What follows belongs to an exercise in optimizing a design on an open flow for small area and a short achievable clock period; a production flow would make more cautious choices. The RTL was checked by simulation tests, not by an equivalence proof against the original design. Power and IR drop assume default switching activity.

## flow/design.v (module list and top-level ports; edited modules follow where they fit)
// module running_average: 27 lines
// module ra_add_out: 572 lines
// module ra_add_nxt: 415 lines
// module ra_fa: 4 lines
// module ra_a21boi: 3 lines
// module ra_aoi21: 3 lines
// module ra_inv: 3 lines
// module ra_nand2: 3 lines
// module ra_nor2: 3 lines
// module ra_nor2b: 3 lines
// module ra_oai21: 3 lines
// module ra_xnor2: 3 lines
// module ra_xor2: 3 lines
module running_average #(
  parameter N = 4,
  parameter DATAWIDTH = 32
)(
  input   wire        clk,
  input   wire        reset,
  input   wire [DATAWIDTH -1 : 0] data_i,
  output  wire [DATAWIDTH -1 : 0] average_o
);
  // ...
==> flow/flow/run.sh <==
#!/bin/bash
set -euo pipefail
here=$(pwd)
DU_DEFAULT=$(cat flow/default_dont_use.txt)
DU_BIG=$(cat flow/big_cells.txt)
bash standard.sh DONT_USE_CELLS="$DU_DEFAULT $DU_BIG" synth > "$here/synth.log" 2>&1
args=()
if [[ -f flow/pnr_args.txt ]]; then
  while IFS= read -r line; do
    [[ -n "$line" && "$line" != \#* ]] && args+=("$line")
  done < flow/pnr_args.txt
fi
bash standard.sh "${args[@]}" finish > "$here/pnr.log" 2>&1
==> flow/flow/big_cells.txt <==
sky130_fd_sc_hd__a2111o_2 sky130_fd_sc_hd__a2111o_4 sky130_fd_sc_hd__a2111oi_2 sky130_fd_sc_hd__a2111oi_4 sky130_fd_sc_hd__a211o_2 sky130_fd_sc_hd__a211o_4 sky130_fd_sc_hd__a211oi_2 sky130_fd_sc_hd__a211oi_4 sky130_fd_sc_hd__a21bo_2 sky130_fd_sc_hd__a21bo_4 sky130_fd_sc_hd__a21boi_2 sky130_fd_sc_hd__a21boi_4 sky130_fd_sc_hd__a21o_2 sky130_fd_sc_hd__a21o_4 sky130_fd_sc_hd__a21oi_2 sky130_fd_sc_hd__a21oi_4 sky130_fd_sc_hd__a221o_2 sky130_fd_sc_hd__a221o_4 sky130_fd_sc_hd__a221oi_2 sky130_fd_sc_hd__a221oi_4 sky130_fd_sc_hd__a22o_2 sky130_fd_sc_hd__a22o_4 sky130_fd_sc_hd__a22oi_2 sky130_fd_sc_hd__a22oi_4 sky130_fd_sc_hd__a2bb2o_2 sky130_fd_sc_hd__a2bb2o_4 sky130_fd_sc_hd__a2bb2oi_2 sky130_fd_sc_hd__a2bb2oi_4 sky130_fd_sc_hd__a311o_2 sky130_fd_sc_hd__a311o_4 sky130_fd_sc_hd__a311oi_2 sky130_fd_sc_hd__a311oi_4 sky130_fd_sc_hd__a31o_2 sky130_fd_sc_hd__a31o_4 sky130_fd_sc_hd__a31oi_2 sky130_fd_sc_hd__a31oi_4 sky130_fd_sc_hd__a32o_2 sky130_fd_sc_hd__a32o_4 sky130_fd_sc_hd__a32oi_2 sky130_fd_sc_hd__a32oi_4 sky130_fd_sc_hd__a41o_2 sky130_fd_sc_hd__a41o_4 sky130_fd_sc_hd__a41oi_2 sky130_fd_sc_hd__a41oi_4 sky130_fd_sc_hd__and2_2 sky130_fd_sc_hd__and2_4 sky130_fd_sc_hd__and2b_2 sky130_fd_sc_hd__and2b_4 sky130_fd_sc_hd__and3_2 sky130_fd_sc_hd__and3_4 sky130_fd_sc_hd__and3b_2 sky130_fd_sc_hd__and3b_4 sky130_fd_sc_hd__and4_2 sky130_fd_sc_hd__and4_4 sky130_fd_sc_hd__and4b_2 sky130_fd_sc_hd__and4b_4 sky130_fd_sc_hd__and4bb_2 sky130_fd_sc_hd__and4bb_4 sky130_fd_sc_hd__fa_2 sky130_fd_sc_hd__fa_4 sky130_fd_sc_hd__ha_2 sky130_fd_sc_hd__ha_4 sky130_fd_sc_hd__inv_12 sky130_fd_sc_hd__inv_16 sky130_fd_sc_hd__inv_2 sky130_fd_sc_hd__inv_4 sky130_fd_sc_hd__inv_6 sky130_fd_sc_hd__inv_8 sky130_fd_sc_hd__maj3_2 sky130_fd_sc_hd__maj3_4 sky130_fd_sc_hd__mux2_2 sky130_fd_sc_hd__mux2_4 sky130_fd_sc_hd__mux2_8 sky130_fd_sc_hd__mux2i_2 sky130_fd_sc_hd__mux2i_4 sky130_fd_sc_hd__mux4_2 sky130_fd_sc_hd__mux4_4 sky130_fd_sc_hd__nand2_2 sky130_fd_sc_hd__nand2_4 sky130_fd_sc_hd__nand2_8 sky130_fd_sc_hd__nand2b_2 sky130_fd_sc_hd__nand2b_4 sky130_fd_sc_hd__nand3_2 sky130_fd_sc_hd__nand3_4 sky130_fd_sc_hd__nand3b_2 sky130_fd_sc_hd__nand3b_4 sky130_fd_sc_hd__nand4_2 sky130_fd_sc_hd__nand4_4 sky130_fd_sc_hd__nand4b_2 sky130_fd_sc_hd__nand4b_4 sky130_fd_sc_hd__nand4bb_2 sky130_fd_sc_hd__nand4bb_4 sky130_fd_sc_hd__nor2_2 sky130_fd_sc_hd__nor2_4 sky130_fd_sc_hd__nor2_8 sky130_fd_sc_hd__nor2b_2 sky130_fd_sc_hd__nor2b_4 sky130_fd_sc_hd__nor3_2 sky130_fd_sc_hd__nor3_4 sky130_fd_sc_hd__nor3b_2 sky130_fd_sc_hd__nor3b_4 sky130_fd_sc_hd__nor4_2 sky130_fd_sc_hd__nor4_4 sky130_fd_sc_hd__nor4b_2 sky130_fd_sc_hd__nor4b_4 sky130_fd_sc_hd__nor4bb_2 sky130_fd_sc_hd__nor4bb_4 sky130_fd_sc_hd__o2111a_2 sky130_fd_sc_hd__o2111a_4 sky130_fd_sc_hd__o2111ai_2 sky130_fd_sc_hd__o2111ai_4 sky130_fd_sc_hd__o211a_2 sky130_fd_sc_hd__o211a_4 sky130_fd_sc_hd__o211ai_2 sky130_fd_sc_hd__o211ai_4 sky130_fd_sc_hd__o21a_2 sky130_fd_sc_hd__o21a_4 sky130_fd_sc_hd__o21ai_2 sky130_fd_sc_hd__o21ai_4 sky130_fd_sc_hd__o21ba_2 sky130_fd_sc_hd__o21ba_4 sky130_fd_sc_hd__o21bai_2 sky130_fd_sc_hd__o21bai_4 sky130_fd_sc_hd__o221a_2 sky130_fd_sc_hd__o221a_4 sky130_fd_sc_hd__o221ai_2 sky130_fd_sc_hd__o221ai_4 sky130_fd_sc_hd__o22a_2 sky130_fd_sc_hd__o22a_4 sky130_fd_sc_hd__o22ai_2 sky130_fd_sc_hd__o22ai_4 sky130_fd_sc_hd__o2bb2a_2 sky130_fd_sc_hd__o2bb2a_4 sky130_fd_sc_hd__o2bb2ai_2 sky130_fd_sc_hd__o2bb2ai_4 sky130_fd_sc_hd__o311a_2 sky130_fd_sc_hd__o311a_4 sky130_fd_sc_hd__o311ai_2 sky130_fd_sc_hd__o311ai_4 sky130_fd_sc_hd__o31a_2 sky130_fd_sc_hd__o31a_4 sky130_fd_sc_hd__o31ai_2 sky130_fd_sc_hd__o31ai_4 sky130_fd_sc_hd__o32a_2 sky130_fd_sc_hd__o32a_4 sky130_fd_sc_hd__o32ai_2 sky130_fd_sc_hd__o32ai_4 sky130_fd_sc_hd__o41a_2 sky130_fd_sc_hd__o41a_4 sky130_fd_sc_hd__o41ai_2 sky130_fd_sc_hd__o41ai_4 sky130_fd_sc_hd__or2_2 sky130_fd_sc_hd__or2_4 sky130_fd_sc_hd__or2b_2 sky130_fd_sc_hd__or2b_4 sky130_fd_sc_hd__or3_2 sky130_fd_sc_hd__or3_4 sky130_fd_sc_hd__or3b_2 sky130_fd_sc_hd__or3b_4 sky130_fd_sc_hd__or4_2 sky130_fd_sc_hd__or4_4 sky130_fd_sc_hd__or4b_2 sky130_fd_sc_hd__or4b_4 sky130_fd_sc_hd__or4bb_2 sky130_fd_sc_hd__or4bb_4 sky130_fd_sc_hd__xnor2_2 sky130_fd_sc_hd__xnor2_4 sky130_fd_sc_hd__xnor3_2 sky130_fd_sc_hd__xnor3_4 sky130_fd_sc_hd__xor2_2 sky130_fd_sc_hd__xor2_4 sky130_fd_sc_hd__xor3_2 sky130_fd_sc_hd__xor3_4
==> flow/flow/default_dont_use.txt <==
sky130_fd_sc_hd__probe_p_8 sky130_fd_sc_hd__probec_p_8 sky130_fd_sc_hd__lpflow_bleeder_1 sky130_fd_sc_hd__lpflow_clkbufkapwr_1 sky130_fd_sc_hd__lpflow_clkbufkapwr_16 sky130_fd_sc_hd__lpflow_clkbufkapwr_2 sky130_fd_sc_hd__lpflow_clkbufkapwr_4 sky130_fd_sc_hd__lpflow_clkbufkapwr_8 sky130_fd_sc_hd__lpflow_clkinvkapwr_1 sky130_fd_sc_hd__lpflow_clkinvkapwr_16 sky130_fd_sc_hd__lpflow_clkinvkapwr_2 sky130_fd_sc_hd__lpflow_clkinvkapwr_4 sky130_fd_sc_hd__lpflow_clkinvkapwr_8 sky130_fd_sc_hd__lpflow_decapkapwr_12 sky130_fd_sc_hd__lpflow_decapkapwr_3 sky130_fd_sc_hd__lpflow_decapkapwr_4 sky130_fd_sc_hd__lpflow_decapkapwr_6 sky130_fd_sc_hd__lpflow_decapkapwr_8 sky130_fd_sc_hd__lpflow_inputiso0n_1 sky130_fd_sc_hd__lpflow_inputiso0p_1 sky130_fd_sc_hd__lpflow_inputiso1n_1 sky130_fd_sc_hd__lpflow_inputiso1p_1 sky130_fd_sc_hd__lpflow_inputisolatch_1 sky130_fd_sc_hd__lpflow_isobufsrc_1 sky130_fd_sc_hd__lpflow_isobufsrc_16 sky130_fd_sc_hd__lpflow_isobufsrc_2 sky130_fd_sc_hd__lpflow_isobufsrc_4 sky130_fd_sc_hd__lpflow_isobufsrc_8 sky130_fd_sc_hd__lpflow_isobufsrckapwr_16 sky130_fd_sc_hd__lpflow_lsbuf_lh_hl_isowell_tap_1 sky130_fd_sc_hd__lpflow_lsbuf_lh_hl_isowell_tap_2 sky130_fd_sc_hd__lpflow_lsbuf_lh_hl_isowell_tap_4 sky130_fd_sc_hd__lpflow_lsbuf_lh_isowell_4 sky130_fd_sc_hd__lpflow_lsbuf_lh_isowell_tap_1 sky130_fd_sc_hd__lpflow_lsbuf_lh_isowell_tap_2 sky130_fd_sc_hd__lpflow_lsbuf_lh_isowell_tap_4 
==> flow/flow/pnr_args.txt <==
BUFFER_PORTS_ARGS=-buffer_cell sky130_fd_sc_hd__buf_2
==> flow/standard.sh <==
#!/bin/bash
# synth_recipe.tcl (not shown) runs the flow's synth.tcl, then flattens the netlist and writes it again
# the make line also repeats each setting of config.mk as NAME=value (left out here)
make -C /OpenROAD-flow-scripts/flow DESIGN_CONFIG=/design/flow/config.mk WORK_HOME=/design/flow/orfs CLKGATE_MAP_FILE= SYNTH_SCRIPT=/design/flow/synth_recipe.tcl "${@:-finish}"
==> flow/config.mk <==
export PLATFORM = sky130hd
export DESIGN_NAME = running_average
export DESIGN_NICKNAME = running_average
export VERILOG_FILES = /design/flow/design.v
export SDC_FILE = /design/flow/constraint.sdc
export NUM_CORES = 4
export LEC_CHECK = 0
export CAP_MARGIN = 20
export CORE_MARGIN = 2
export CORE_UTILIZATION = 40
export CTS_BUF_LIST = sky130_fd_sc_hd__clkbuf_4 sky130_fd_sc_hd__clkbuf_8
export SETUP_SLACK_MARGIN = 2.9
export SLEW_MARGIN = 20
export SYNTH_HIERARCHICAL = 1
==> flow/constraint.sdc <==
create_clock -name core_clock -period 7.0 [get_ports {clk}]
set_input_delay 1.4000 -clock core_clock [delete_from_list [all_inputs] [get_ports {clk}]]
set_output_delay 1.4000 -clock core_clock [all_outputs]
set_load 0.01 [all_outputs]
==> run summary, run 1 <==
- Status: finished clean
- Worst path bufs/invs: 4
- CP Launch Point: data_i[15]
- Ports: 66
- Final nets: 797
- Wire per inst: 13.6 um
- M1 WL: 5310 um
- Post-cts hold buffer count: 0
- Hold Crit Endpoint: s2[30]
- Net Sw Power: 1160 uW
- Critical setup path kind: in2out
- Synth cell types: 13
- Total gr overflow: 0
- Syn Std Cell Area: 5700 um2
- Clk. pwr: 403 uW
- Flop pwr share: 27.7%
- Crit path to: average_o[20]
- Area leader, netlist: dfrtp_1
- RSZ-0062 raised after global routing: yes
- Largest cell class: multi-input gates
- Tightest Pin Transition: 777 ps
- Worst reg2reg path depth: 11
- Area Growth Syn to Fin: 30.1%
- Longest Clk Path Bufs: 2
- Stages on the worst setup path: 11
- Cell Count, Final, Fillers Out: 916
- Register area: 2400 um2
- CP Cell Sequence: buf_4 > nor2_4 > o21ai_2 > a21oi_2 > o21ai_4 > a21oi_4 > buf_12 > inv_1 > a21boi_2 > xnor2_1 > buf_2
- Max Used Layer: met4
- Seq/total area: 32.4%
- Inserted tap cell count: 180
- Clock slew at reported path FFs: 80 ps
- Non-clock buffers: 87
- Adder-Cell Fraction of Synth Area: 11.2%
- Initial antenna violation count: 0
- Hold WS: 410 ps
==> inputs of run 2 (changes only) <==
--- a/flow/config.mk
+++ b/flow/config.mk
@@ -9,6 +9,6 @@
 export CORE_MARGIN = 2
 export CORE_UTILIZATION = 40
 export CTS_BUF_LIST = sky130_fd_sc_hd__clkbuf_4 sky130_fd_sc_hd__clkbuf_8
-export SETUP_SLACK_MARGIN = 2.9
+export SETUP_SLACK_MARGIN = 0
 export SLEW_MARGIN = 20
 export SYNTH_HIERARCHICAL = 1
==> run 2 against run 1 <==
  * Sequential power fell by 3%
  * Highest routed layer is now met5
  * Hold slack got worse by 5.2 ps
  * Non-clock buffer count fell by 22
  * Maximum frequency fell by 21%
  * First-iteration DRC count rose by 52%
  * Critical path type unchanged
  * Combinational power fell by 28%
  * Largest power group unchanged
==> run summary, run 2 <==
- VDD IR max: 207 uV (was 191 uV)
- Fin crit period: 5490 ps (was 4330 ps)
- Total CTS buffers: 9 (unchanged)
- Die area: 15200 um2 (unchanged)
- Worst slack, placed: 1530 ps (was 2310 ps)
- Fin worst setup slack: 1510 ps (was 2670 ps)
- Worst stage delay on the critical path: 750 ps (was 190 ps)
- Area Growth Syn to Fin: 13.6% (was 30.1%)
- Syn Std Cell Area: 5700 um2 (unchanged)
- Sequential area share after synthesis: 42.1% (unchanged)
- Slowest CP cell: a21oi_1 (was a21oi_4)
- Starting Density: 41.1% (unchanged)
- Critical Path Fanout Max: 9 (was 8)
- Synth Flop Type: dfrtp_1 (unchanged)
- CP startpoint kind: input port (unchanged)
- Fin. Hold Viols: 0 (unchanged)
- Gr usage total: 16.5% (was 17.2%)
- ANT nets after route: 0 (unchanged)
- Relative slew slack: 45.2% (was 48.2%)
- Post-Route WL: 11500 um (was 12500 um)
- Tightest Pin Transition: 823 ps (was 777 ps)
- CORE AREA: 13900 um2 (unchanged)
- Clock sink count: 96 (unchanged)
- CP Launch Point: data_i[2] (was data_i[15])
- RR Endpoint: s3[28] (was s3[31])
- Max H-tree Level: 3 (unchanged)
- Row cnt: 43 (unchanged)
- GPL Wtd Cong: 0.847 (was 0.800)
- Share of the clock period used by the worst path: 78.5% (was 61.8%)
- EDFF count, synth: 0 (unchanged)
- R2R Setup Slk: 3570 ps (was 3940 ps)
- Adder-Cell Fraction of Synth Area: 11.2% (unchanged)
- Final setup TNS: 0 ps (unchanged)
- Ports: 66 (unchanged)
- Ys async rst share: 100% (unchanged)
- Status: finished clean (unchanged)
- Synth top area cells: dfrtp_1 42%, fa_1 11%, xnor2_1 8.9% (unchanged)
- Longest Clk Path Bufs: 2 (unchanged)
- Combinational family with the most area after synthesis: simple AND/OR/NAND/NOR gates (unchanged)
- Critical R2R Launch: s1[1] (unchanged)
- Area leader, netlist: dfrtp_1 (unchanged)
- Post-synthesis simple-gate area fraction: 18.1% (unchanged)
- Fillers: 1351 (was 1186)
- Setup Buffers After CTS: 0 (was 15)
- Crit path to: average_o[23] (was average_o[20])
- CP Capture Type: output port (unchanged)
- CP most frequent cell: a21oi_1
- Ratio of cells with drive above 1 in the final layout: 11.5% (was 27.9%)
- Critical setup path kind: in2out (unchanged)
- Commonest non-fill, non-tap cell in the layout: nor2_1 (was dfrtp_1)
- Synth Area in Compound Gates: 11.3% (unchanged)
- Post-Synthesis Cells: 635 (unchanged)
- Clock slew at reported path FFs: 90 ps (was 80 ps)
- Max Slew Vio Count: 0 (unchanged)
- WP data arrival: 4090 ps (was 2930 ps)
- CTS tree: built (unchanged)
- Post-cts hold buffer count: 0 (unchanged)
- Area occupied by multi-input gates: 3130 um2 (was 3710 um2)
- Proportion of synthesized area in mux cells: 0% (unchanged)
- Dominant cell by count in the synthesized netlist: nor2_1 (unchanged)
- Post-synth top cells: 124 x nor2_1, 96 x dfrtp_1, 78 x nand2_1 (unchanged)
- Die W: 123 um (unchanged)
- Pleak: 0.00286 uW (was 0.00315 uW)
- Max-Cap Viols: 0 (unchanged)
- Vias per cell: 4.77 (was 4.88)
- Drt first pass iters: 4 (was 6)
- Clock latency (worst-skew pair): 370 ps (was 380 ps)
- Root Buffer: clkbuf_8 (unchanged)
- Post-CTS Resized: 0 (was 106)
- DPL Wire Length: 8870 um (was 8450 um)
- IO buf count: 63 (unchanged)
- Die Y: 123 um (unchanged)
- # DRC: 0 (unchanged)
- Most frequent cells in the layout: 124 x nor2_1, 96 x dfrtp_1, 78 x nand2_1 (was 96 x dfrtp_1, 93 x nor2_1, 68 x nand2_1)
- Synth warn: 7 (unchanged)
- First-pass GRT wire length: 19400 um (was 20000 um)
- Synth cell types: 13 (unchanged)
- Final nets: 775 (was 797)
- Register area: 2400 um2 (unchanged)
- Biggest regs: s1 (32), s2 (32), s3 (32) (unchanged)
- Top cell type's share of synthesized area: 42.1% (unchanged)
- Via Count: 4269 (was 4472)
- Cell Count, Final, Fillers Out: 895 (was 916)
- Avg Cell Area, Syn: 8.98 um2 (unchanged)
- RSZ-0062 raised after global routing: no (was yes)
- Final setup fails: 0 (unchanged)
- Final setup skew: 9.78 ps (was 9.01 ps)
- #FFs+latches synth: 96 (unchanged)
- Power per standard cell area: 357 nW/um2 (was 369 nW/um2)
- Worst reg2reg path depth: 12 (was 11)
- Worst endpoint required time: 5600 ps (about the same)
- Wire per inst: 12.9 um (was 13.6 um)
- Number of DRC markers in iteration 0: 276 (was 181)
- Placed Instances: 878 (was 877)
- Initial antenna violation count: 2 (was 0)
- Vias in the first global route: 4244 (was 4382)
- Largest net degree at the start of global routing: 64 (unchanged)
- Total gr overflow: 0 (unchanged)
- Maximum clock rate: 182 MHz (was 231 MHz)
- CP Cell Sequence: buf_2 > nor2_1 > nor2_1 > a21oi_1 > o21ai_1 > a21oi_1 > buf_4 > inv_1 > a21oi_1 > xnor2_1 > buf_2 (was buf_4 > nor2_4 > o21ai_2 > a21oi_2 > o21ai_4 > a21oi_4 > buf_12 > inv_1 > a21boi_2 > xnor2_1 > buf_2)
- Hold Crit Class: reg2reg (unchanged)
- Post-Synth XOR/XNOR Area: 14.1% (unchanged)
==> run 2: cell count changes in the layout (fill, tap and decap cells not counted), sizes merged <==
| cell | delta |
|---|---|
| buf | -20 |
| clkbuf | -3 |
| bufinv | +1 |
| clkinv | +1 |
| clkinvlp | -1 |
| diode | +1 |
==> run 2: final cells by class <==
| class | instances | area share, % |
|---|---|---|
| clock inverters | 7 | 1.70 |
| diodes | 1 | 0.0386 |
| clock buffers | 9 | 1.91 |
| repair buffers | 65 | 5.10 |
| multi-input cells | 498 | 48.4 |
| well taps | 180 | 3.48 |
| flip-flops and latches | 96 | 37.1 |
| inverters | 39 | 2.28 |
==> run 2: worst min path at each step <==
stage,from,end,slack (ps),depth (start not counted)
after floorplan,s1[0],s2[0],390,0
after global placement,s1[28],s2[28],390,0
after detailed placement,s1[3],s2[3],390,0
after CTS,s1[3],s2[3],420,0
after global routing,s1[31],s2[31],430,0
final,s1[10],s2[10],410,0
==> run 2: metal layers <==
metal,up-vias,share of wire (%),global-route usage (%),routed length [um]
met5,-,0.095,0,11
met4,2,1.4,5.97,157
met3,14,4.2,3.37,484
met2,77,47,27.1,5470
met1,2015,47,21.5,5400
li1,2161,-,-,-
==> run 2: cells by family after synthesis <==
logic type,after synthesis
AO/OA/AOI/OAI,126
XOR/XNOR,92
adder cells (fa/ha/maj),32
buffers and inverters,42
flip-flops,96
other,1
AND/OR/NAND/NOR,246
==> run 2: through the flow <==
step | cell area [um2] | util, % | hold slack [ps] | total power [uW]
2_1_floorplan | 5700 | - | 386 | 1550
3_3_place_gp | 6240 | 44.9 | 390 | 1860
3_5_place_dp | 6240 | 44.9 | 394 | 1890
4_1_cts | 6470 | 46.6 | 416 | 2340
5_1_grt | 6470 | 46.6 | 432 | 2520
6_report | 6470 | 46.6 | 405 | 2310
==> run 2: modules after synthesis (local to each module, per instance), a selection <==
module | cell area (um2) | flip-flops and latches | cells inside | copies in the design
ra_a21boi | 7.51 | 0 | 1 | 6
ra_add_nxt | 7.51 | 0 | 1 | 1
ra_fa | 20.0 | 0 | 1 | 32
ra_inv | 3.75 | 0 | 1 | 38
ra_nor2 | 3.75 | 0 | 1 | 124
ra_nor2b | 6.26 | 0 | 1 | 44
ra_xor2 | 8.76 | 0 | 1 | 34
running_average | 2420 | 96 | 100 | 1
==> run 2: critical path, delay by kind of cell <==
kind,cells,cell delay [ps]
compound gates,4,1680
xor+xnor,1,150
buf+inv,4,650
simple gates,2,200
==> run 2: report_power, final <==
part           total [uW]  leakage, uW  internal [uW]  switching [uW]
logic                1140      0.00162            490             653
clock network         429     0.000123            235             194
registers             738      0.00112            652            85.2
total                2310      0.00286           1380             933
==> inputs of run 3 (changes only) <==
--- a/flow/config.mk
+++ b/flow/config.mk
@@ -9,6 +9,6 @@
 export CORE_MARGIN = 2
 export CORE_UTILIZATION = 40
 export CTS_BUF_LIST = sky130_fd_sc_hd__clkbuf_4 sky130_fd_sc_hd__clkbuf_8
-export SETUP_SLACK_MARGIN = 0
+export SETUP_SLACK_MARGIN = 1.5
 export SLEW_MARGIN = 20
 export SYNTH_HIERARCHICAL = 1
==> run 3 against run 2 <==
  * Flip-flop and latch count unchanged
  * Sequential power about the same
  * Count of clock-buffer cells in the layout unchanged
  * Critical endpoint is now average_o[29]
  * Still clean on timing, DRC and antenna
  * Die area unchanged
  * Setup slack improved by 310 ps
  * Highest routed layer unchanged
==> run summary, run 3 <==
- Status: finished clean (unchanged)
- Number of DRC markers in iteration 0: 277 (was 276)
- Wire per inst: 12.9 um (about the same)
- Via Count: 4269 (unchanged)
- WL met2: 5480 um (was 5470 um)
- First-pass GRT wire length: 19400 um (unchanged)
- Clock slew at reported path FFs: 90 ps (about the same)
- CP startpoint kind: input port (unchanged)
- Share of the clock period used by the worst path: 74.0% (was 78.5%)
- ANT nets after route: 0 (unchanged)
- Worst stage delay on the critical path: 730 ps (was 750 ps)
- Syn Std Cell Area: 5700 um2 (unchanged)
- Die Y: 123 um (unchanged)
- VDD IR max: 207 uV (about the same)
- Row cnt: 43 (unchanged)
- Starting Density: 41.1% (unchanged)
- GPL Wtd Cong: 0.847 (unchanged)
- Die W: 123 um (unchanged)
- Final nets: 775 (unchanged)
- #FFs+latches synth: 96 (unchanged)
- Clock latency (worst-skew pair): 370 ps (about the same)
- Vias in the first global route: 4244 (unchanged)
- Top delay family on crit path: compound AO/OA/AOI/OAI gates (unchanged)
- Worst endpoint required time: 5600 ps (about the same)
- Tightest Pin Transition: 863 ps (was 823 ps)
- WP data arrival: 3780 ps (was 4090 ps)
- Max-Cap Viols: 0 (unchanged)
- Ratio of cells with drive above 1 in the final layout: 11.6% (was 11.5%)
- M1 WL: 5400 um (about the same)
- Clock sink count: 96 (unchanged)
- Initial antenna violation count: 2 (unchanged)
- Post-cts hold buffer count: 0 (unchanged)
- Power per standard cell area: 357 nW/um2 (about the same)
- Fillers: 1348 (was 1351)
- Hold WS: 405 ps (unchanged)
- Total gr overflow: 0 (unchanged)
- Fin worst setup slack: 1820 ps (was 1510 ps)
- Drt first pass iters: 5 (was 4)
- EDFF count, synth: 0 (unchanged)
- RSZ-0062 raised after global routing: no (unchanged)
- Commonest non-fill, non-tap cell in the layout: nor2_1 (unchanged)
- Dominant cell by count in the synthesized netlist: nor2_1 (unchanged)
- Maximum clock rate: 193 MHz (was 182 MHz)
- Final Cell Area: 6490 um2 (was 6470 um2)
- Largest net degree at the start of global routing: 64 (unchanged)
- CTS tree: built (unchanged)
- Total CTS buffers: 9 (unchanged)
- Gr usage total: 16.5% (unchanged)
- Area leader, netlist: dfrtp_1 (unchanged)
- Met3 Wirelength: 484 um (unchanged)
- Hold Crit Class: reg2reg (unchanged)
- Post-Route WL: 11500 um (about the same)
- DPL Wire Length: 8870 um (unchanged)
- Top cell type's share of synthesized area: 42.1% (unchanged)
- Avg Cell Area, Syn: 8.98 um2 (unchanged)
- Max H-tree Level: 3 (unchanged)
- Die area: 15200 um2 (unchanged)
- Post-synth top cells: 124 x nor2_1, 96 x dfrtp_1, 78 x nand2_1 (unchanged)
- Biggest regs: s1 (32), s2 (32), s3 (32) (unchanged)
- Synth Flop Type: dfrtp_1 (unchanged)
- Post-Synthesis Cells: 635 (unchanged)
- Area Growth Syn to Fin: 13.8% (was 13.6%)
- Synth cell types: 13 (unchanged)
- Final setup fails: 0 (unchanged)
- Setup Buffers After CTS: 0 (unchanged)
- Pleak: 0.00287 uW (was 0.00286 uW)
- Final core utilization: 46.7% (was 46.6%)
- Root Buffer: clkbuf_8 (unchanged)
- Vias per cell: 4.77 (unchanged)
- Placed cell areas: 6240 um2 (unchanged)
- IO buf count: 63 (unchanged)
- Sequential area share after synthesis: 42.1% (unchanged)
- Longest Clk Path Bufs: 2 (unchanged)
- Ys async rst share: 100% (unchanged)
- Most frequent cells in the layout: 124 x nor2_1, 96 x dfrtp_1, 78 x nand2_1 (unchanged)
- CORE AREA: 13900 um2 (unchanged)
- CP Capture Type: output port (unchanged)
- Critical Path Fanout Max: 9 (unchanged)
- Final setup TNS: 0 ps (unchanged)
- Synth warn: 7 (unchanged)
- Ports: 66 (unchanged)
- CP most frequent cell: o21ai_1 (was a21oi_1)
- Max Used Layer: met5 (unchanged)
- Relative slew slack: 42.1% (was 45.2%)
- Fin. Hold Viols: 0 (unchanged)
- Synth top area cells: dfrtp_1 42%, fa_1 11%, xnor2_1 8.9% (unchanged)
- Final setup skew: 9.78 ps (unchanged)
- Critical setup path kind: in2out (unchanged)
- CP Cell Sequence: buf_2 > nand2_1 > o21ai_1 > a21oi_1 > o21ai_1 > a21oi_4 > buf_4 > o21ai_1 > xor2_1 > buf_2 (was buf_2 > nor2_1 > nor2_1 > a21oi_1 > o21ai_1 > a21oi_1 > buf_4 > inv_1 > a21oi_1 > xnor2_1 > buf_2)
- # DRC: 0 (unchanged)
- Worst path bufs/invs: 3 (was 4)
- Fin crit period: 5180 ps (was 5490 ps)
- Slowest CP cell: o21ai_1 (was a21oi_1)
- Worst slack, placed: 1530 ps (unchanged)
- Max Slew Vio Count: 0 (unchanged)
## run 3: final cells by class
| type | count | area (um2) | share of cell area, % |
|---|---|---|---|
| Multi-Input combinational cell | 498 | 3140 | 48.5 |
| Clock inverter | 7 | 110 | 1.70 |
| Timing Repair Buffer | 65 | 330 | 5.09 |
| Tap cell | 180 | 225 | 3.47 |
| Clock buffer | 9 | 124 | 1.91 |
| Sequential cell | 96 | 2400 | 37.0 |
| Antenna cell | 1 | 2.50 | 0.0386 |
| Inverter | 39 | 148 | 2.28 |
## run 3: power breakdown
part	internal (uW)	switching, uW
sequential	652	85.2
clock	235	194
combinational	492	658
## run 3: modules after synthesis (local to each module, per instance), excerpt
module | cells | flip-flops and latches | copies in the design | area [um2]
ra_a21boi | 1 | 0 | 6 | 7.51
ra_add_nxt | 1 | 0 | 1 | 7.51
ra_aoi21 | 1 | 0 | 44 | 5.00
ra_fa | 1 | 0 | 32 | 20.0
ra_nand2 | 1 | 0 | 78 | 3.75
ra_nor2 | 1 | 0 | 124 | 3.75
ra_oai21 | 1 | 0 | 76 | 5.00
ra_xnor2 | 1 | 0 | 58 | 8.76
running_average | 100 | 96 | 1 | 2420
## run 3: stage by stage
step                total power (uW)  cells
global placement                1860    878
finish                          2320    895
global route                    2530    895
floorplan                       1550    636
detailed placement              1890    878
CTS                             2340    894
## run 3: path summary, 6_finish.rpt
path | start | to | slack (ps) | cells after the start
hold reg to reg | s1[10] | s2[10] | 410 | 0
max in group asynchronous | reset | s1[4] | 4380 | 3
setup / recovery | data_i[0] | average_o[29] | 1820 | 10
min in group asynchronous | reset | s2[23] | 1440 | 2
hold / removal | s1[10] | s2[10] | 410 | 0
setup reg to reg | s1[1] | s3[28] | 3570 | 12
## run 3: layer usage
metal	vias up	global-route usage, %
met5	-	0
met4	2	5.97
met3	14	3.37
met2	77	27.1
met1	2015	21.5
li1	2161	-
## run 3: cells by family after synthesis
logic type	after synthesis	synth area share (%)
other	1	0.0658
flip-flops	96	42.1
buffers and inverters	42	2.96
AO/OA/AOI/OAI	126	11.3
adder cells (fa/ha/maj)	32	11.2
XOR/XNOR	92	14.1
AND/OR/NAND/NOR	246	18.1
## run 3: repair_timing
action,4_1_cts,5_1_grt
setup endpoints to repair,0,14
gates resized for setup,0,2
hold endpoints to repair,0,0
==> inputs of run 4 (changes only) <==
--- a/flow/config.mk
+++ b/flow/config.mk
@@ -7,8 +7,8 @@
 export LEC_CHECK = 0
 export CAP_MARGIN = 20
 export CORE_MARGIN = 2
-export CORE_UTILIZATION = 40
+export CORE_UTILIZATION = 60
 export CTS_BUF_LIST = sky130_fd_sc_hd__clkbuf_4 sky130_fd_sc_hd__clkbuf_8
-export SETUP_SLACK_MARGIN = 1.5
+export SETUP_SLACK_MARGIN = 2.5
 export SLEW_MARGIN = 20
 export SYNTH_HIERARCHICAL = 1
==> run 4 against run 3 <==
  * Combinational power grew 7%
  * Critical endpoint is now average_o[20]
  * Maximum frequency grew 17%
  * Largest power group unchanged
  * Wire length shrank 2.8%
  * Count of clock-buffer cells in the layout grew 1
  * Still clean
  * Flip-flop and latch count is the same
  * Synthesized cell count is the same
  * Clock power shrank 4.7%
  * Synthesized area is the same
  * Global-route usage grew 7.2 points
  * Die area shrank 32%
  * Register-to-register slack gained 110 ps
==> run summary, run 4 <==
- Cell Count, Final, Fillers Out: 847 (was 895)
- Row cnt: 35 (was 43)
- Power per standard cell area: 363 nW/um2 (was 357 nW/um2)
- Sequential area share after synthesis: 42.1% (unchanged)
- Gr usage total: 23.7% (was 16.5%)
- Die area: 10300 um2 (was 15200 um2)
- Share of the clock period used by the worst path: 63.0% (was 74.0%)
- First-pass GRT wire length: 19100 um (was 19400 um)
- CTS tree: built (unchanged)
- Ratio of cells with drive above 1 in the final layout: 14.3% (was 11.6%)
- Tot Pwr: 2380 uW (was 2320 uW)
- GPL Wtd Cong: 0.818 (was 0.847)
- Drt first pass iters: 4 (was 5)
- Critical R2R Launch: s1[2] (was s1[1])
- Die Y: 101 um (was 123 um)
- Synth cell types: 13 (unchanged)
- Critical Path Fanout Max: 16 (was 9)
- Critical setup path kind: in2out (unchanged)
- CP Capture Type: output port (unchanged)
- Fin crit period: 4410 ps (was 5180 ps)
- Post-Route WL: 11200 um (was 11500 um)
- Total gr overflow: 0 (unchanged)
- Number of DRC markers in iteration 0: 134 (was 277)
- Clock slew at reported path FFs: 100 ps (was 90 ps)
- DPL Wire Length: 8270 um (was 8870 um)
- Via Count: 4357 (was 4269)
- Fin. Hold Viols: 0 (unchanged)
- Total CTS buffers: 9 (unchanged)
- Most frequent cells in the layout: 122 x nor2_1, 96 x dfrtp_1, 77 x nand2_1 (was 124 x nor2_1, 96 x dfrtp_1, 78 x nand2_1)
- N_diodes: 0 (was 1)
- Crit path to: average_o[20] (was average_o[29])
- Largest net degree at the start of global routing: 56 (was 64)
- Area Growth Syn to Fin: 15.0% (was 13.8%)
- VDD IR max: 199 uV (was 207 uV)
- Clock sink count: 96 (unchanged)
- Syn Std Cell Area: 5700 um2 (unchanged)
- Final setup TNS: 0 ps (unchanged)
- Clock latency (worst-skew pair): 360 ps (was 370 ps)
- Fillers: 726 (was 1348)
- Ports: 66 (unchanged)
- Final setup fails: 0 (unchanged)
- Root Buffer: clkbuf_8 (unchanged)
- Hold depth: 0 (unchanged)
- Pleak: 0.00290 uW (was 0.00287 uW)
- Final nets: 779 (was 775)
- Longest Clk Path Bufs: 2 (unchanged)
- Avg Cell Area, Syn: 8.98 um2 (unchanged)
- Placed Instances: 826 (was 878)
- Synth top area cells: dfrtp_1 42%, fa_1 11%, xnor2_1 8.9% (unchanged)
- CP Launch Point: data_i[9] (was data_i[0])
- RSZ-0062 raised after global routing: no (unchanged)
- Top cell type's share of synthesized area: 42.1% (unchanged)
- Commonest non-fill, non-tap cell in the layout: nor2_1 (unchanged)
- Initial antenna violation count: 0 (was 2)
- IO buf count: 63 (unchanged)
- Post-cts hold buffer count: 0 (unchanged)
- R2R Setup Slk: 3680 ps (was 3570 ps)
- Dominant cell by count in the synthesized netlist: nor2_1 (unchanged)
- Worst endpoint required time: 5600 ps (about the same)
- Max H-tree Level: 3 (unchanged)
- Maximum clock rate: 227 MHz (was 193 MHz)
- Relative slew slack: 51.2% (was 42.1%)
- Area leader, netlist: dfrtp_1 (unchanged)
- #FFs+latches synth: 96 (unchanged)
- Tightest Pin Transition: 731 ps (was 863 ps)
- Max Slew Vio Count: 0 (unchanged)
- Die W: 101 um (was 123 um)
- CP startpoint kind: input port (unchanged)
- Max-Cap Viols: 0 (unchanged)
- Final setup skew: 12.9 ps (was 9.78 ps)
- Ys async rst share: 100% (unchanged)
- CORE AREA: 9240 um2 (was 13900 um2)
- Post-Synthesis Cells: 635 (unchanged)
- Starting Density: 61.7% (was 41.1%)
- Biggest regs: s1 (32), s2 (32), s3 (32) (unchanged)
- Status: finished clean (unchanged)
- Synth warn: 7 (unchanged)
- Worst reg2reg path depth: 12 (unchanged)
- Vias in the first global route: 4468 (was 4244)
- RR Endpoint: s3[28] (unchanged)
- Vias per cell: 5.14 (was 4.77)
- Synth Flop Type: dfrtp_1 (unchanged)
- Wire per inst: 13.2 um (was 12.9 um)
- Post-synth top cells: 124 x nor2_1, 96 x dfrtp_1, 78 x nand2_1 (unchanged)
- Hold Crit Class: reg2reg (unchanged)
- ANT nets after route: 0 (unchanged)
- # DRC: 0 (unchanged)
- EDFF count, synth: 0 (unchanged)
- WP data arrival: 3010 ps (was 3780 ps)
## run 4: what timing repair did
action,CTS,global route
setup buffers,2,3
pin swaps,2,3
endpoints found under the setup margin,24,16
resized for setup,9,12
## run 4: how the worst min path moves through the flow
stage,to,startpoint,slack (ps)
6_report,s2[31],s1[31],410
5_1_grt,s2[8],s1[8],420
4_1_cts,s2[12],s1[12],410
3_5_place_dp,s2[17],s1[17],390
3_3_place_gp,s2[24],s1[24],390
2_1_floorplan,s2[0],s1[0],390
## run 4: power breakdown
part           switching, uW  internal [uW]  leakage (uW)
Clock                    196            213      0.000117
Combinational            691            541       0.00166
Sequential              83.4            652       0.00112
Total                    971           1410       0.00290
## run 4: metrics by stage
step | cell area (um2) | util [%] | hold slack (ps) | worst slack [ps]
finish | 6550 | 70.9 | 409 | 2590
CTS | 6480 | 70.2 | 410 | 2510
floorplan | 5710 | - | 386 | 2570
detailed placement | 6170 | 66.8 | 394 | 1580
global route | 6550 | 70.9 | 418 | 2500
global placement | 6170 | 66.8 | 388 | 1730
## run 4: Yosys stat by module, one instance, submodules excluded, a selection
module / flip-flops and latches / cell area (um2)
ra_a21boi: 0 / 7.51
ra_add_nxt: 0 / 7.51
ra_aoi21: 0 / 5.00
ra_fa: 0 / 20.0
ra_inv: 0 / 3.75
ra_nand2: 0 / 3.75
ra_nor2: 0 / 3.75
ra_nor2b: 0 / 6.26
ra_oai21: 0 / 5.00
ra_xnor2: 0 / 8.76
ra_xor2: 0 / 8.76
running_average: 96 / 2420
## run 4: critical path, cell delays in order
cell,delay (ps)
buf_2,130
nor2_1,130
o21ai_1,130
a21oi_2,270
o21ai_2,120
a21oi_4,140
buf_12,170
inv_1,60
a21boi_1,150
xnor2_1,140
buf_2,150
## run 4: cell families after synthesis
logic type,synth area share (%)
AOI/OAI and AO/OA,11.3
xor gates and xnor gates,14.1
adders and majority gates,11.2
buffers and inverters,2.96
DFF,42.1
other,0.0658
and+or+nand+nor,18.1
## run 4: area by class of cell
class                      count  area (um2)  share of cell area, %
clock inverter                 6        91.3                   1.39
multi-input combinational    498        3230                   49.3
inverter                      39         148                   2.25
clock buffer                  10         138                   2.10
timing repair buffer          69         385                   5.88
tap                          129         161                   2.46
sequential                    96        2400                   36.7
## run 4: per-layer routing
layer | vias up | routed length (um) | track usage (%)
met5 | - | 0 | 0
met4 | 0 | 103 | 7.07
met3 | 11 | 369 | 5.11
met2 | 74 | 5660 | 41.0
met1 | 2101 | 5070 | 29.9
li1 | 2171 | - | -
==> inputs of run 5 (changes only) <==
==> flow/flow/pnr_args.txt (replaced) <==
BUFFER_PORTS_ARGS=-buffer_cell sky130_fd_sc_hd__buf_1
--- a/flow/config.mk
+++ b/flow/config.mk
@@ -5,10 +5,10 @@
 export SDC_FILE = /design/flow/constraint.sdc
 export NUM_CORES = 4
 export LEC_CHECK = 0
-export CAP_MARGIN = 20
+export CAP_MARGIN = 0
 export CORE_MARGIN = 2
 export CORE_UTILIZATION = 60
 export CTS_BUF_LIST = sky130_fd_sc_hd__clkbuf_4 sky130_fd_sc_hd__clkbuf_8
 export SETUP_SLACK_MARGIN = 2.5
-export SLEW_MARGIN = 20
+export SLEW_MARGIN = 0
 export SYNTH_HIERARCHICAL = 1
==> run 5 against run 4 <==
  * Synthesized cell count is the same
  * Setup slack gained 6.3 ps
  * Register-to-register slack gained 70 ps
  * Synthesized area is the same
  * Critical endpoint is now average_o[16]
==> run summary, run 5 <==
- Status: finished clean (unchanged)
- CP Launch Point: data_i[11] (was data_i[9])
- Top delay family on crit path: compound AO/OA/AOI/OAI gates (unchanged)
- Clock sink count: 96 (unchanged)
- Vias in the first global route: 4267 (was 4468)
- EDFF count, synth: 0 (unchanged)
- Synth cell types: 13 (unchanged)
- Worst reg2reg path depth: 12 (unchanged)
- Initial antenna violation count: 0 (unchanged)
- Dominant cell by count in the synthesized netlist: nor2_1 (unchanged)
- Placed Instances: 827 (was 826)
- Area Growth Syn to Fin: 14.4% (was 15.0%)
- Post-Synthesis Cells: 635 (unchanged)
- Gr usage total: 24.1% (was 23.7%)
- First-pass GRT wire length: 19200 um (was 19100 um)
- IO buf count: 63 (unchanged)
- Clock slew at reported path FFs: 100 ps (about the same)
- Root Buffer: clkbuf_8 (unchanged)
- Longest Clk Path Bufs: 2 (unchanged)
- Clock latency (worst-skew pair): 360 ps (about the same)
- Ratio of cells with drive above 1 in the final layout: 11.1% (was 14.3%)
- Starting Density: 61.7% (unchanged)
- Stages on the worst setup path: 11 (unchanged)
- Synth Flop Type: dfrtp_1 (unchanged)
- Post-cts hold buffer count: 0 (unchanged)
- Worst endpoint required time: 5600 ps (about the same)
- Worst path bufs/invs: 4 (unchanged)
- Maximum clock rate: 227 MHz (about the same)
- Max-Cap Viols: 0 (unchanged)
- CP Capture Type: output port (unchanged)
- Tot Pwr: 2320 uW (was 2380 uW)
- Wire per inst: 13.6 um (was 13.2 um)
- Top cell type's share of synthesized area: 42.1% (unchanged)
- Die W: 101 um (unchanged)
- Fin crit period: 4400 ps (was 4410 ps)
- Post-synth top cells: 124 x nor2_1, 96 x dfrtp_1, 78 x nand2_1 (unchanged)
- Die area: 10300 um2 (unchanged)
- VDD IR max: 184 uV (was 199 uV)
- Placed cell areas: 6100 um2 (was 6170 um2)
- GPL Wtd Cong: 0.832 (was 0.818)
- Final setup fails: 0 (unchanged)
- Final setup TNS: 0 ps (unchanged)
- Pleak: 0.00281 uW (was 0.00290 uW)
- Sequential area share after synthesis: 42.1% (unchanged)
- Die Y: 101 um (unchanged)
- Final Cell Area: 6520 um2 (was 6550 um2)
- Min-Delay Startpoint: s1[8] (was s1[31])
- Final setup skew: 15.7 ps (was 12.9 ps)
- Commonest non-fill, non-tap cell in the layout: nor2_1 (unchanged)
- R2R Setup Slk: 3750 ps (was 3680 ps)
- Relative slew slack: 54.7% (was 51.2%)
- Critical setup path kind: in2out (unchanged)
- Power per standard cell area: 356 nW/um2 (was 363 nW/um2)
- Share of the clock period used by the worst path: 62.9% (was 63.0%)
- #FFs+latches synth: 96 (unchanged)
- Vias per cell: 5.18 (was 5.14)
- Biggest regs: s1 (32), s2 (32), s3 (32) (unchanged)
- RSZ-0062 raised after global routing: yes (was no)
- Max Slew Vio Count: 0 (unchanged)
- N_diodes: 0 (unchanged)
- CP Cell Sequence: clkbuf_2 > nor2_1 > o21ai_1 > a21oi_4 > o21ai_2 > a21oi_4 > buf_12 > inv_1 > a21oi_2 > xnor2_1 > clkbuf_2 (was buf_2 > nor2_1 > o21ai_1 > a21oi_2 > o21ai_2 > a21oi_4 > buf_12 > inv_1 > a21boi_1 > xnor2_1 > buf_2)
- CORE AREA: 9240 um2 (unchanged)
- Area leader, netlist: dfrtp_1 (unchanged)
- Ports: 66 (unchanged)
- Avg Cell Area, Syn: 8.98 um2 (unchanged)
- Worst stage delay on the critical path: 200 ps (was 270 ps)
- Synth warn: 7 (unchanged)
- Hold depth: 0 (unchanged)
- RR Endpoint: s3[28] (unchanged)
- # DRC: 0 (unchanged)
- Critical R2R Launch: s1[3] (was s1[2])
- Ys async rst share: 100% (unchanged)
- Synth top area cells: dfrtp_1 42%, fa_1 11%, xnor2_1 8.9% (unchanged)
- Critical Path Fanout Max: 8 (was 16)
- Cell Count, Final, Fillers Out: 849 (was 847)
- Largest net degree at the start of global routing: 55 (was 56)
- Most frequent cells in the layout: 113 x nor2_1, 96 x dfrtp_1, 77 x nand2_1 (was 122 x nor2_1, 96 x dfrtp_1, 77 x nand2_1)
- CP startpoint kind: input port (unchanged)
- Drt first pass iters: 5 (was 4)
- Total gr overflow: 0 (unchanged)
- Post-Route WL: 11500 um (was 11200 um)
- CTS tree: built (unchanged)
- Hold Crit Class: reg2reg (unchanged)
- Tightest Pin Transition: 680 ps (was 731 ps)
- WP data arrival: 3000 ps (was 3010 ps)
- DPL Wire Length: 8430 um (was 8270 um)
- Fin. Hold Viols: 0 (unchanged)
- ANT nets after route: 0 (unchanged)
- Crit path to: average_o[16] (was average_o[20])
- Total CTS buffers: 9 (unchanged)
- Final nets: 781 (was 779)
- Number of DRC markers in iteration 0: 237 (was 134)
- Slowest CP cell: a21oi_4 (was a21oi_2)
- Max H-tree Level: 3 (unchanged)
- Via Count: 4394 (was 4357)
- Row cnt: 35 (unchanged)
- Syn Std Cell Area: 5700 um2 (unchanged)
-- run 5: final cells by class --
class | count | area, um2
Clock buffer | 9 | 124
Clock inverter | 7 | 71.3
Fill cell | 698 | 2720
Inverter | 39 | 149
Multi-Input combinational cell | 498 | 3270
Sequential cell | 96 | 2400
Tap cell | 129 | 161
Timing Repair Buffer | 71 | 345
-- run 5: timing repair --
item	in CTS	in global routing
gates resized for setup	13	48
setup buffers	4	2
pin swaps	4	6
endpoints found under the setup margin	24	24
endpoints found under the hold margin	0	0
-- run 5: per-module statistics from Yosys (local to each module, per instance), a selection --
module | cells inside | area, um2 | flip-flops and latches
ra_nor2b | 1 | 6.26 | 0
ra_fa | 1 | 20.0 | 0
ra_nand2 | 1 | 3.75 | 0
ra_xor2 | 1 | 8.76 | 0
ra_nor2 | 1 | 3.75 | 0
ra_oai21 | 1 | 5.00 | 0
ra_inv | 1 | 3.75 | 0
ra_add_nxt | 1 | 7.51 | 0
running_average | 100 | 2420 | 96
ra_aoi21 | 1 | 5.00 | 0
-- run 5: worst min-delay path by stage --
stage,endpoint,slack (ps)
floorplan,s2[0],390
global placement,s2[24],390
detailed placement,s2[7],390
CTS,s2[8],410
global route,s2[8],420
finish,s2[8],410
-- run 5: worst register-to-register path, delay by kind of cell, from the launching register on --
kind	cells	cell delay, ps
simple gates	2	330
xor+xnor	1	180
compound gates	6	1560
fa+ha+maj	1	510
flops	1	410
buf+inv	2	140
-- run 5: stage by stage --
stage	utilization [%]	worst slack [ps]	hold slack [ps]
2_1_floorplan	-	2570	386
5_1_grt	70.6	2480	419
6_report	70.6	2600	406
3_3_place_gp	66.0	1680	387
4_1_cts	69.2	2510	410
3_5_place_dp	66.0	1510	392
-- run 5: cells by family (layout without fill, tap and decap cells) --
logic type / count (synthesis) / in the layout / synth area share [%]
AOI/OAI and AO/OA: 126 / 126 / 11.3
adders and majority gates: 32 / 32 / 11.2
buffers and inverters: 42 / 126 / 2.96
other: 1 / 2 / 0.0658
DFF: 96 / 96 / 42.1
and+or+nand+nor: 246 / 246 / 18.1
xor gates and xnor gates: 92 / 92 / 14.1
-- run 5: metal layers --
layer / share of wire [%] / GRT usage (%) / routed length (um)
met5: 0 / 0 / 0
met4: 1.9 / 9.46 / 214
met3: 3.3 / 2.90 / 377
met2: 52 / 41.4 / 5950
met1: 43 / 31.6 / 5000
-- run 5: power breakdown --
| part | internal [uW] | total [uW] | switching, uW |
|---|---|---|---|
| logic | 507 | 1210 | 708 |
| clock network | 166 | 364 | 198 |
| registers | 652 | 741 | 88.4 |
| total | 1330 | 2320 | 994 |
==> inputs of run 6 (changes only) <==
==> flow/flow/pnr_args.txt (replaced) <==
==> flow/config.mk (replaced) <==
export PLATFORM = sky130hd
export DESIGN_NAME = running_average
export DESIGN_NICKNAME = running_average
export VERILOG_FILES = /design/flow/design.v
export SDC_FILE = /design/flow/constraint.sdc
export NUM_CORES = 4
export LEC_CHECK = 0
export CAP_MARGIN = 20
export CORE_MARGIN = 2
export CORE_UTILIZATION = 40
export SETUP_SLACK_MARGIN = 3.0
export SLEW_MARGIN = 20
export SYNTH_HIERARCHICAL = 1
==> run 6 against run 5 <==
  * Clock power rose by 48%
  * Global-route usage fell by 5.9 points
  * Critical path depth rose by 1
  * Largest power group unchanged
  * Sequential power rose by 3.5%
  * Design area rose by 19%
  * Register-to-register slack improved by 270 ps
  * Critical path type unchanged
  * Via count rose by 4.0%
  * Wire length rose by 15%
  * Clock skew fell by 11 ps
==> run summary, run 6 <==
- Max Slew Vio Count: 0 (unchanged)
- Max-Cap Viols: 0 (unchanged)
- Status: finished clean (unchanged)
- Drt first pass iters: 4 (was 5)
- DPL Wire Length: 8570 um (was 8430 um)
- Largest net degree at the start of global routing: 64 (was 55)
- Final nets: 817 (was 781)
- VDD IR max: 172 uV (was 184 uV)
- Total gr overflow: 0 (unchanged)
- Synth cell types: 13 (unchanged)
- Top cell type's share of synthesized area: 42.1% (unchanged)
- Final setup skew: 4.55 ps (was 15.7 ps)
- Relative slew slack: 46.6% (was 54.7%)
- Clock latency (worst-skew pair): 350 ps (was 360 ps)
- Ports: 66 (unchanged)
- Cell Count, Final, Fillers Out: 937 (was 849)
- Die area: 15200 um2 (was 10300 um2)
- Placed Instances: 878 (was 827)
- Total CTS buffers: 9 (unchanged)
- Syn Std Cell Area: 5700 um2 (unchanged)
- Post-Synthesis Cells: 635 (unchanged)
- Int Pwr: 1760 uW (was 1330 uW)
- Die W: 123 um (was 101 um)
- Critical Path Fanout Max: 8 (unchanged)
- Hold WS: 406 ps (about the same)
- # DRC: 0 (unchanged)
- Area leader, netlist: dfrtp_1 (unchanged)
- ANT nets after route: 0 (unchanged)
- Synth warn: 7 (unchanged)
- Synth Flop Type: dfrtp_1 (unchanged)
- Fin crit period: 4380 ps (was 4400 ps)
- Gr usage total: 18.3% (was 24.1%)
- CP startpoint kind: input port (unchanged)
- Clock power frac: 18.3% (was 15.7%)
- WP data arrival: 2980 ps (was 3000 ps)
- Starting Density: 41.1% (was 61.7%)
- Pleak: 0.00331 uW (was 0.00281 uW)
- Sw Ratio: 40.3% (was 42.9%)
- Maximum clock rate: 228 MHz (was 227 MHz)
- Area Growth Syn to Fin: 35.6% (was 14.4%)
- Sequential area share after synthesis: 42.1% (unchanged)
- Final core utilization: 55.7% (was 70.6%)
- Longest Clk Path Bufs: 2 (unchanged)
- Row cnt: 43 (was 35)
- Initial antenna violation count: 1 (was 0)
- Number of DRC markers in iteration 0: 237 (unchanged)
- EDFF count, synth: 0 (unchanged)
- Post-cts hold buffer count: 0 (unchanged)
- Clock slew at reported path FFs: 60 ps (was 100 ps)
- Clock sink count: 96 (unchanged)
- Flop pwr share: 25.9% (was 31.9%)
- Wire per inst: 14.2 um (was 13.6 um)
- IO buf count: 63 (unchanged)
- Die Y: 123 um (was 101 um)
- Vias in the first global route: 4521 (was 4267)
- #FFs+latches synth: 96 (unchanged)
- Share of the clock period used by the worst path: 62.6% (was 62.9%)
- Post-Route WL: 13300 um (was 11500 um)
- RSZ-0062 raised after global routing: yes (unchanged)
- Hold Crit Class: reg2reg (unchanged)
- Commonest non-fill, non-tap cell in the layout: dfrtp_1 (was nor2_1)
- Tightest Pin Transition: 800 ps (was 680 ps)
- GPL Wtd Cong: 0.801 (was 0.832)
- Final setup TNS: 0 ps (unchanged)
- Via Count: 4570 (was 4394)
- Root Buffer: clkbuf_16 (was clkbuf_8)
- Max H-tree Level: 3 (unchanged)
- CTS tree: built (unchanged)
- Vias per cell: 4.88 (was 5.18)
- Biggest regs: s1 (32), s2 (32), s3 (32) (unchanged)
- First-pass GRT wire length: 21200 um (was 19200 um)
- Net Sw Power: 1190 uW (was 994 uW)
- Logic pwr share: 55.8% (was 52.4%)
- Final setup fails: 0 (unchanged)
- Critical setup path kind: in2out (unchanged)
- Synth top area cells: dfrtp_1 42%, fa_1 11%, xnor2_1 8.9% (unchanged)
- Ys async rst share: 100% (unchanged)
- CORE AREA: 13900 um2 (was 9240 um2)
- Post-synth top cells: 124 x nor2_1, 96 x dfrtp_1, 78 x nand2_1 (unchanged)
- Worst endpoint required time: 5600 ps (about the same)
- Ratio of cells with drive above 1 in the final layout: 29.4% (was 11.1%)
- Dominant cell by count in the synthesized netlist: nor2_1 (unchanged)
- Most frequent cells in the layout: 96 x dfrtp_1, 90 x nor2_1, 66 x nand2_1 (was 113 x nor2_1, 96 x dfrtp_1, 77 x nand2_1)
- Fin. Hold Viols: 0 (unchanged)
- Avg Cell Area, Syn: 8.98 um2 (unchanged)
- CP Capture Type: output port (unchanged)
- Power per standard cell area: 382 nW/um2 (was 356 nW/um2)
## run 6: cell counts after synthesis
No cell type changed its count.
## run 6: critical path: stages
cell,delay (ps)
buf_12,100
nor2_4,110
o21ai_4,80
a21oi_2,200
o21ai_4,100
buf_6,130
a21oi_4,210
buf_12,140
buf_16,140
buf_6,110
xnor2_2,100
buf_2,150
## run 6: layout make-up
class	count	area (um2)
antenna	1	2.50
clock buffer	10	239
clock inverter	6	92.6
fill	1262	6150
inverter	39	148
multi-input combinational	498	3740
sequential	96	2400
tap	180	225
timing repair buffer	107	882
## run 6: power groups by stage
stage / combinational (uW) / clock, uW / sequential [uW]
global placement: 1320 / 0 / 748
global route: 1800 / 582 / 782
floorplan: 865 / 0 / 733
CTS: 1560 / 558 / 761
detailed placement: 1340 / 0 / 750
finish: 1650 / 540 / 767
## run 6: Yosys stat by module, one instance, submodules excluded, a selection
module | times used | flops+latches | area (um2)
running_average | 1 | 96 | 2420
ra_nor2b | 44 | 0 | 6.26
ra_oai21 | 76 | 0 | 5.00
ra_nand2 | 78 | 0 | 3.75
ra_aoi21 | 44 | 0 | 5.00
ra_add_nxt | 1 | 0 | 7.51
ra_inv | 38 | 0 | 3.75
ra_xor2 | 34 | 0 | 8.76
ra_xnor2 | 58 | 0 | 8.76
ra_nor2 | 124 | 0 | 3.75
## run 6: kinds of logic (layout without fill, tap and decap cells)
| kind of cell | count (synthesis) | count (layout) | synth area share, % |
|---|---|---|---|
| buffers and inverters | 42 | 162 | 2.96 |
| adder cells (fa/ha/maj) | 32 | 32 | 11.2 |
| flip-flops | 96 | 96 | 42.1 |
| XOR/XNOR | 92 | 92 | 14.1 |
| AND/OR/NAND/NOR | 246 | 246 | 18.1 |
| AO/OA/AOI/OAI | 126 | 126 | 11.3 |
| other | 1 | 3 | 0.0658 |
## run 6: worst paths after layout
check / cells past startpoint / from / slack (ps) / endpoint
max: 12 / data_i[5] / 2620 / average_o[14]
max in group asynchronous: 4 / reset / 4220 / s2[21]
min: 0 / s1[22] / 410 / s2[22]
max reg2reg: 12 / s1[1] / 4020 / s3[30]
min reg2reg: 0 / s1[22] / 410 / s2[22]
min in group asynchronous: 3 / reset / 1590 / s2[4]
## run 6: what timing repair did
item	CTS	global route
setup endpoints to repair	47	30
hold endpoints to repair	0	0
gates cloned	2	0
resized for setup	360	33
buffers inserted	35	5
pin swaps	68	27
## run 6: stage by stage
stage | area, um2 | power (uW) | setup slack (ps)
finish | 7730 | 2960 | 2620
global route | 7730 | 3160 | 2540
CTS | 7600 | 2880 | 2670
detailed placement | 6660 | 2090 | 1480
global placement | 6660 | 2070 | 1550
floorplan | 5810 | 1600 | 2970
## run 6: per-layer routing
metal	wire length (um)	part of all wire [%]	global-route usage [%]	vias to the layer above
met4	297	2.2	8.10	0
li1	-	-	-	2252
met2	6650	50	30.3	71
met5	0	0	0	-
met1	5820	44	23.3	2228
met3	522	3.9	3.37	19

## re-timing with driven ports
The flow's constraints put no driver on any port. The routed layouts listed below were extracted and timed again, unchanged, in two steps. Step 1: set_driving_cell puts a clkbuf_16 on clk and a buf_2 on each other input, an assumption about the parent block. Step 2 times the ports against the registers' clock, not the clock port: input delays grow and output delays shrink by t, the midpoint of the rising clock arrivals with the driver on. a / b / c = ideal ports / drivers / drivers and shift; a / b = the first two.
run | t (ns) | setup WS [ns] | worst register clock-pin slew, ns | worst slew at a driven data input, ns
run 1 | 0.411 | 2.671 / 2.627 / 2.627 | 0.09 / 0.09 | 0.07
run 2 | 0.399 | 1.505 / 1.485 / 1.485 | 0.10 / 0.10 | 0.05
run 3 | 0.399 | 1.818 / 1.798 / 1.798 | 0.10 / 0.10 | 0.05
run 4 | 0.385 | 2.590 / 2.571 / 2.510 | 0.10 / 0.10 | 0.05
run 5 | 0.389 | 2.596 / 2.574 / 2.533 | 0.10 / 0.10 | 0.05
run 6 | 0.383 | 2.621 / 2.573 / 2.573 | 0.07 / 0.07 | 0.06
After both steps setup and hold are still met in every run listed. The setup slack of run 4, which loses most, moves by -0.019 ns with the drivers and by -0.080 ns with both steps.
